Source: an optimization exercise on an open RTL-to-GDS flow (aim: small area). Production flows keep margins and buffers that such runs may drop.
The RTL was checked by simulation tests, not by an equivalence proof against the original design.
The clock port is modelled as an ideal driver, which makes a skipped or thinned clock tree look cheaper than it is; a real chip needs a root buffer or a tree.
Power figures rest on the tool's default switching activity, not on a simulated workload.

==> job 9778 <==
// finalDesign
module finalDesign(
	input clk,
	input rst,
	input start_in,
	input end_in,
	input clear_in,
	input en,
	input wire [2:0] check,
	output wire led,
	output wire [2:0] seg,
	output wire [6:0] digits,
	output reg [1:0] winner
);
==> module finalDesign, before the edit <==
module finalDesign(
	input clk,
	input rst,
	input start_in,
	input end_in,
	input clear_in,
	input en,
	input wire [2:0] check,
	output wire led,
	output wire [2:0] seg,
	output wire [6:0] digits,
	output reg [1:0] winner
);
wire c;
wire tick;
wire [6:0] cnt_th;
wire [3:0] cnt_h;
wire [6:0] cnt_lo;
reg [6:0] max_th;
reg [3:0] max_h;
reg [6:0] max_lo;
reg [3:0] min_h;    
reg [6:0] min_lo;
reg [3:0] avg_h;
reg [3:0] stor_h;
reg clear_logic;
reg start_flag;
reg en_logic;
reg [12:0] lfsr;
reg rnd_zero;
assign led = 1'b0;
splittor sp1(
	.clk_in (clk),
	.rst (rst),
	.c (c),
	.tick (tick)
);
counter c1(
	.clk (clk),
	.rst (rst),
	.ce (tick),
	.en (en_logic),
	.clear (clear_logic),
	.th (cnt_th),
	.h (cnt_h),
	.lo (cnt_lo)
);
display dp1(
	.clk (clk),
	.rst (rst),
	.c (c),
	.digit (stor_h),
	.seg (seg),
	.codeout (digits)
);
wire arm = en & start_in & rnd_zero;
wire start_mid = start_flag | arm;
wire stop = en & end_in & start_mid;
wire en_next = ((en_logic & ~clear_in) | arm) & ~stop;
wire start_next = start_mid & ~stop;
wire [17:0] cnt_all = {cnt_th, cnt_h, cnt_lo};
wire [17:0] max_all = {max_th, max_h, max_lo};
wire [10:0] cnt_low = {cnt_h, cnt_lo};
wire [10:0] min_all = {min_h, min_lo};
reg [18:0] ge;    
reg [11:0] gm;    
reg [7:0] k0;     
reg [7:0] s0;
reg [4:0] k1;
reg [4:0] t;
integer i;
always @* begin
	ge[0] = 1'b1;
	for( i = 0; i < 18; i = i + 1 )
		ge[i+1] = (cnt_all[i] & ~max_all[i]) | ((cnt_all[i] | ~max_all[i]) & ge[i]);
	gm[0] = 1'b1;
	for( i = 0; i < 11; i = i + 1 )
		gm[i+1] = (cnt_low[i] & ~min_all[i]) | ((cnt_low[i] | ~min_all[i]) & gm[i]);
	k0[0] = 1'b0;
	for( i = 0; i < 7; i = i + 1 ) begin
		s0[i] = max_lo[i] ^ min_lo[i] ^ k0[i];
		k0[i+1] = (max_lo[i] & min_lo[i]) | ((max_lo[i] ^ min_lo[i]) & k0[i]);
	end
	s0[7] = k0[7];
	k1[0] = s0[7] | (s0[6] & s0[5] & (s0[4] | s0[3] | s0[2]));    
	for( i = 0; i < 4; i = i + 1 ) begin
		t[i] = max_h[i] ^ min_h[i] ^ k1[i];
		k1[i+1] = (max_h[i] & min_h[i]) | ((max_h[i] ^ min_h[i]) & k1[i]);
	end
	t[4] = k1[4];
end
wire cnt_ge_max = ge[18];
wire cnt_lt_min = (cnt_th == 7'd0) & ~gm[11];
wire [3:0] u = t[4:1];
reg [3:0] avg_next;
always @* begin
	if( !max_th[0] ) avg_next = u;
	else case( u )
		4'd0: avg_next = 4'd5;
		4'd1: avg_next = 4'd6;
		4'd2: avg_next = 4'd7;
		4'd3: avg_next = 4'd8;
		4'd4: avg_next = 4'd9;
		4'd5: avg_next = 4'd0;
		4'd6: avg_next = 4'd1;
		4'd7: avg_next = 4'd2;
		4'd8: avg_next = 4'd3;
		default: avg_next = 4'd4;
	endcase
end
wire load = tick & en & start_in;
wire hit = (lfsr == 13'h0800);
always @(posedge clk) begin
	lfsr <= ~({13{load}} | {lfsr[11:0], lfsr[12] ^ lfsr[2]});
	rnd_zero <= rst | (~load & (rnd_zero | hit));
end
always @(posedge clk) begin
	if( rst ) begin
		stor_h <= 0;
		clear_logic <= 0;
		start_flag <= 0;
		en_logic <= 0;
		max_th <= 0;
		max_h <= 0;
		max_lo <= 0;
		min_h <= 4'd9;
		min_lo <= 7'd99;
		avg_h <= 0;
		winner <= 2'b00;
	end
	else if( tick ) begin
		clear_logic <= clear_in;
		en_logic <= en_next;
		start_flag <= start_next;
		if( !en ) begin
			if( check[2] ) stor_h <= avg_h;
			else if( check[1] ) stor_h <= min_h;
			else if( check[0] ) stor_h <= max_h;
			else stor_h <= cnt_h;
		end
		else if( end_in && !start_mid ) stor_h <= 4'd9;
		else stor_h <= cnt_h;
		if( stop ) begin
			if( cnt_ge_max ) begin
				max_th <= cnt_th;
				max_h <= cnt_h;
				max_lo <= cnt_lo;
			end
			if( cnt_lt_min ) begin
				min_h <= cnt_h;
				min_lo <= cnt_lo;
			end
			avg_h <= avg_next;
			winner <= cnt_ge_max ? 2'b01 : 2'b10;
		end
	end
end
endmodule
==> flow/config.mk <==
export PLATFORM = sky130hd
export DESIGN_NAME = finalDesign
export DESIGN_NICKNAME = finalDesign
export VERILOG_FILES = /design/flow/design.v
export SDC_FILE = /design/flow/constraint.sdc
export NUM_CORES = 4
export LEC_CHECK = 0
export ABC_AREA = 1
export CAP_MARGIN = 20
export CORE_MARGIN = 2
export CORE_UTILIZATION = 40
export GPL_TIMING_DRIVEN = 0
export SLEW_MARGIN = 20
==> flow/constraint.sdc <==
create_clock -name core_clock -period 13.0 [get_ports {clk}]
set_input_delay 2.6000 -clock core_clock [delete_from_list [all_inputs] [get_ports {clk}]]
set_output_delay 2.6000 -clock core_clock [all_outputs]
set_load 0.01 [all_outputs]
standard.sh (not shown) runs the stock make flow with config.mk's settings and CLKGATE_MAP_FILE= SYNTH_SCRIPT=/design/flow/synth_recipe.tcl, a recipe that flattens the netlist after the stock synthesis.
==> flow/flow/run.sh <==
#!/bin/bash
# Own layout flow: the standard synthesis, then its combinational logic re-mapped
# with a stronger ABC script (registers untouched; several random seeds, the
# smallest result kept), then the standard ORFS steps with buf_1 port buffers and a
# one-level clock distribution of our own (flow/cts.tcl).
set -euo pipefail
W=$(pwd)
R=$W/orfs/results/$FLOW_PLATFORM/finalDesign/base
LIB=$FLOW_HOME/platforms/sky130hd/lib/sky130_fd_sc_hd__tt_025C_1v80.lib

bash standard.sh "$R/1_2_yosys.v" > "$W/log_synth.txt" 2>&1
cp "$R/1_2_yosys.v" "$W/standard_synth.v"

for S in 1 2 3 4; do
  sed -e "s/-S 0/-S $S/" flow/deep.abc > "$W/deep_$S.abc"
  sed -e "s#::LIB::#$LIB#g" -e "s#::IN::#$W/standard_synth.v#" \
      -e "s#::SCRIPT::#$W/deep_$S.abc#" -e "s#::OUT::#$W/remapped_$S.v#" \
      flow/remap.ys > "$W/remap_$S.ys"
  yosys -s "$W/remap_$S.ys" > "$W/log_remap_$S.txt" 2>&1 &
done
wait
best=""; bestarea=""
for S in 1 2 3 4; do
  a=$(grep "Chip area" "$W/log_remap_$S.txt" | tail -1 | awk '{print $NF}')
  [[ -n "$a" && -s "$W/remapped_$S.v" ]] || continue
  if [[ -z "$best" ]] || awk "BEGIN{exit !($a < $bestarea)}"; then best=$S; bestarea=$a; fi
done
echo "remap seed $best area $bestarea" > "$W/log_remap_choice.txt"
cp "$W/remapped_$best.v" "$R/1_2_yosys.v"
touch "$R/1_2_yosys.v"

export BUFFER_PORTS_ARGS="-buffer_cell sky130_fd_sc_hd__buf_1"
bash standard.sh place > "$W/log_place.txt" 2>&1

# own clock distribution instead of ORFS's CTS step
export R LIB
export CLK_CELL=$(sed -n 1p flow/clk.txt) CLK_LEAVES=$(sed -n 2p flow/clk.txt)
openroad -no_init -exit flow/cts.tcl > "$W/log_cts.txt" 2>&1
touch "$R/4_1_cts.odb" "$R/4_cts.sdc"

bash standard.sh finish > "$W/log_layout.txt" 2>&1
==> flow/flow/clk.txt <==
sky130_fd_sc_hd__buf_12
4
==> flow/flow/cts.tcl <==
# Clock distribution in place of ORFS's CTS step: the clock port drives
# $::env(CLK_LEAVES) clock buffers ($::env(CLK_CELL)), each driving one
# balanced k-means cluster of the register clock pins from its cluster's centre.
set R $::env(R)
read_db $R/3_place.odb
read_liberty $::env(LIB)
read_sdc $R/3_place.sdc
source $::env(FLOW_HOME)/platforms/sky130hd/setRC.tcl

set block [ord::get_db_block]
set master [[ord::get_db] findMaster $::env(CLK_CELL)]
set clknet [$block findNet clk]
set k $::env(CLK_LEAVES)
set pts {}
foreach it [$clknet getITerms] {
  set bb [[$it getInst] getBBox]
  lappend pts [list $it [expr {([$bb xMin] + [$bb xMax]) / 2.0}] [expr {([$bb yMin] + [$bb yMax]) / 2.0}]]
}
set n [llength $pts]
# initial centres: points spread along the sorted x order
set sorted [lsort -real -index 1 $pts]
for {set g 0} {$g < $k} {incr g} {
  set p [lindex $sorted [expr {int(($g + 0.5) * $n / $k)}]]
  set cx($g) [lindex $p 1]; set cy($g) [lindex $p 2]
}
# k-means with balanced clusters: pairs (pin, centre) are taken in order of
# distance, each centre taking at most ceil(n / k) pins
set cap [expr {($n + $k - 1) / $k}]
for {set iter 0} {$iter < 30} {incr iter} {
  set pairs {}
  for {set i 0} {$i < $n} {incr i} {
    lassign [lindex $pts $i] it x y
    for {set g 0} {$g < $k} {incr g} {
      lappend pairs [list [expr {abs($x - $cx($g)) + abs($y - $cy($g))}] $i $g]
    }
  }
  set pairs [lsort -real -index 0 $pairs]
  for {set g 0} {$g < $k} {incr g} { set sx($g) 0.0; set sy($g) 0.0; set cnt($g) 0 }
  array unset of
  foreach pr $pairs {
    lassign $pr d i g
    if {[info exists of($i)] || $cnt($g) >= $cap} { continue }
    set of($i) $g
    lassign [lindex $pts $i] it x y
    set sx($g) [expr {$sx($g) + $x}]; set sy($g) [expr {$sy($g) + $y}]; incr cnt($g)
  }
  for {set g 0} {$g < $k} {incr g} {
    if {$cnt($g) > 0} { set cx($g) [expr {$sx($g) / $cnt($g)}]; set cy($g) [expr {$sy($g) / $cnt($g)}] }
  }
}
set assign {}
for {set i 0} {$i < $n} {incr i} { lappend assign $of($i) }
for {set g 0} {$g < $k} {incr g} {
  set net($g) [odb::dbNet_create $block clknet_leaf_$g]
  $net($g) setSigType CLOCK
}
foreach p $pts g $assign {
  set it [lindex $p 0]
  $it disconnect
  $it connect $net($g)
}
for {set g 0} {$g < $k} {incr g} {
  set inst [odb::dbInst_create $block $master clkbuf_leaf_$g]
  [$inst findITerm A] connect $clknet
  [$inst findITerm X] connect $net($g)
  $inst setLocation [expr {int($cx($g))}] [expr {int($cy($g))}]
  $inst setPlacementStatus PLACED
  puts "clock buffer $g drives $cnt($g) pins"
}
$clknet setSigType CLOCK
detailed_placement
check_placement -verbose
set_propagated_clock [all_clocks]
estimate_parasitics -placement
set worst 0
foreach pin [all_registers -clock_pins] {
  foreach e {rise fall} {
    set s [sta::time_sta_ui [get_property $pin slew_max_$e]]
    if {$s > $worst} { set worst $s }
  }
}
puts "worst register clock pin slew (placement estimate): $worst"
report_checks -path_delay min_max
write_db $R/4_1_cts.odb
write_sdc -no_timestamp $R/4_cts.sdc
Other scripts of this flow, unchanged in this note and not shown: flow/flow/deep.abc, flow/flow/remap.ys
==> job 9624: changes against job 9778 <==
--- a/flow/design.v
+++ b/flow/design.v
@@ -109,3 +109,3 @@
 reg en_logic;
-reg [12:0] lfsr;
+reg [10:0] lfsr;
 reg rnd_zero;
@@ -175,27 +175,27 @@
 wire [3:0] u = t[4:1];
-reg [3:0] avg_next;
-always @* begin
-	if( !max_th[0] ) avg_next = u;
-	else case( u )
-		4'd0: avg_next = 4'd5;
-		4'd1: avg_next = 4'd6;
-		4'd2: avg_next = 4'd7;
-		4'd3: avg_next = 4'd8;
-		4'd4: avg_next = 4'd9;
-		4'd5: avg_next = 4'd0;
-		4'd6: avg_next = 4'd1;
-		4'd7: avg_next = 4'd2;
-		4'd8: avg_next = 4'd3;
-		default: avg_next = 4'd4;
-	endcase
-end
+localparam [127:0] ADD5 = {
+	4'd2, 4'd3, 4'd0, 4'd11, 4'd8, 4'd3, 4'd4, 4'd3,
+	4'd2, 4'd1, 4'd0, 4'd9, 4'd8, 4'd7, 4'd6, 4'd5,
+	4'd15, 4'd14, 4'd13, 4'd12, 4'd11, 4'd10, 4'd9, 4'd8,
+	4'd7, 4'd6, 4'd5, 4'd4, 4'd3, 4'd2, 4'd1, 4'd0 };
+wire [3:0] avg_next = ADD5[{max_th[0], u}*4 +: 4];
 wire load = tick & en & start_in;
-wire hit = (lfsr == 13'h0800);
-always @(posedge clk) begin
-	lfsr <= ~({13{load}} | {lfsr[11:0], lfsr[12] ^ lfsr[2]});
+wire hit = tick & (lfsr == 11'h4be);
+always @(posedge clk) begin
+	lfsr <= ~({11{load}} | {lfsr[9:0], lfsr[10] ^ lfsr[8]});
 	rnd_zero <= rst | (~load & (rnd_zero | hit));
 end
+wire false_start = en & end_in & ~start_mid;
+wire sel_avg = tick & ~en & check[2];
+wire sel_min = tick & ~en & ~check[2] & check[1];
+wire sel_max = tick & ~en & ~check[2] & ~check[1] & check[0];
+wire sel_cnt = tick & (en ? ~end_in | start_mid : ~|check);
+wire sel_9 = tick & false_start;
+wire sel_hold = ~tick;
+wire [3:0] stor_next = ({4{sel_avg}} & avg_h) | ({4{sel_min}} & min_h) |
+	({4{sel_max}} & max_h) | ({4{sel_cnt}} & cnt_h) | ({4{sel_9}} & 4'd9) |
+	({4{sel_hold}} & stor_h);
+always @(posedge clk) stor_h <= {4{~rst}} & stor_next;
 always @(posedge clk) begin
 	if( rst ) begin
-		stor_h <= 0;
 		clear_logic <= 0;
@@ -215,10 +215,2 @@
 		start_flag <= start_next;
-		if( !en ) begin
-			if( check[2] ) stor_h <= avg_h;
-			else if( check[1] ) stor_h <= min_h;
-			else if( check[0] ) stor_h <= max_h;
-			else stor_h <= cnt_h;
-		end
-		else if( end_in && !start_mid ) stor_h <= 4'd9;
-		else stor_h <= cnt_h;
 		if( stop ) begin
--- a/flow/flow/run.sh
+++ b/flow/flow/run.sh
@@ -13,3 +13,3 @@
 
-for S in 1 2 3 4; do
+for S in 1 2 3 4 5 6 7 8; do
   sed -e "s/-S 0/-S $S/" flow/deep.abc > "$W/deep_$S.abc"
@@ -19,6 +19,6 @@
   yosys -s "$W/remap_$S.ys" > "$W/log_remap_$S.txt" 2>&1 &
+  if (( S % 4 == 0 )); then wait; fi
 done
-wait
 best=""; bestarea=""
-for S in 1 2 3 4; do
+for S in 1 2 3 4 5 6 7 8; do
   a=$(grep "Chip area" "$W/log_remap_$S.txt" | tail -1 | awk '{print $NF}')
@@ -38,2 +38,7 @@
 openroad -no_init -exit flow/cts.tcl > "$W/log_cts.txt" 2>&1
+slew=$(grep "worst register clock pin slew" "$W/log_cts.txt" | awk '{print $NF}')
+if awk "BEGIN{exit !($slew > 126)}"; then
+  export CLK_CELL=sky130_fd_sc_hd__buf_12
+  openroad -no_init -exit flow/cts.tcl > "$W/log_cts_retry.txt" 2>&1
+fi
 touch "$R/4_1_cts.odb" "$R/4_cts.sdc"
==> flow/flow/clk.txt (replaced) <==
sky130_fd_sc_hd__clkbuf_8
4
--- a/flow/flow/cts.tcl
+++ b/flow/flow/cts.tcl
@@ -81,3 +81,4 @@
 }
-puts "worst register clock pin slew (placement estimate): $worst"
+# time_sta_ui of the property value comes out in units of 1e-6 ps here
+puts "worst register clock pin slew (placement estimate, ps): [expr {$worst / 1e6}]"
 report_checks -path_delay min_max
CORE_UTILIZATION = 65   (was 40)
==> results.txt <==
- Of job 9778 and job 9624, job 9778 has the higher clock power (gap about 30%, measured against job 9624).
- Between job 9624 and job 9778, the lower combinational power is in job 9624 (gap about 5%, measured against job 9778).
- Job 9624 went through all stages and came out clean. Job 9778 finished with timing, DRC and antenna clean.
- In job 9624 the cell area is lower than in job 9778, by about 4%.
- Between job 9624 and job 9778, the lower total power is in job 9624 (gap 8.5%, measured against job 9778).
- First-iteration DRC count: job 9624 is larger than job 9778 (about 43%).
- Maximum frequency: job 9778 is larger than job 9624 (4.3%).
- Of job 9778 and job 9624, job 9624 has the higher register-to-register slack (gap 0.13 ns).
- Between job 9624 and job 9778, the lower flip-flop and latch count is in job 9624 (gap 2).
- Against job 9624, the critical path depth of job 9778 is lower by 2.
==> figures <==
quantity                                                                     job 9624          job 9778
Clock group total power                                                       87.1 uW            113 uW
Number of multi-input combinational cells                                         274               285
Number of well taps                                                                67               105
Fraction of the core area covered by cells at the end of the flow               0.735             0.448
Run status                                                             finished clean    finished clean
Sequential standard cell area                                             0.00156 mm2       0.00160 mm2
Clock Skews                                                                0.00730 ns         0.0153 ns
Wire length on met2                                                           3170 um           3520 um
Reg2reg start                                                        c1.lo[3]$_DFF_P_  sp1.c$_SDFF_PP0_
Post-placement worst setup slack                                              8.32 ns           8.51 ns
Sequential-cell power consumption                                              272 uW            281 uW
Clock latency on the worst-skew pair                                          0.17 ns           0.13 ns
Overall die width                                                             75.1 um           95.6 um
Worst-case hold slack                                                        0.424 ns          0.402 ns
Global-route usage over all layers                                              0.248             0.169
Fmax                                                                          220 MHz           230 MHz
Cell leakage power                                                         0.00121 uW        0.00128 uW
Flip-flop count of the largest register, all copies and words added                11                13
Hold Path Sink                                                        lfsr[8]$_DFF_P_   lfsr[4]$_DFF_P_
No run of this note takes its clock network from TritonCTS; it comes from the design's own scripts or RTL.

==> re-timing with driven ports <==
The results above use ideal ports. As a check the final layouts listed here were re-extracted and re-timed, cells and wires unchanged.
Step 1 assumes that a clkbuf_16 drives the clock port and a buf_2 every other input.
Step 2 times the ports against the registers' clock, not the clock port: input delays grow and output delays shrink by t, the midpoint of the rising clock arrivals with the driver on.
Three values: ideal, step 1, step 2; two values: the first two.
run	shift t [ns]	setup WS [ns]	hold WS [ns]
job 9778	0.203	8.643 / 8.703 / 8.501	0.402 / 0.402 / 0.402
job 9624	0.224	8.454 / 8.482 / 8.258	0.424 / 0.424 / 0.424
After both steps every run listed still meets setup and hold. For job 9624, which loses most, drivers alone change the setup slack by +0.028 ns; drivers and shift together by -0.196 ns.
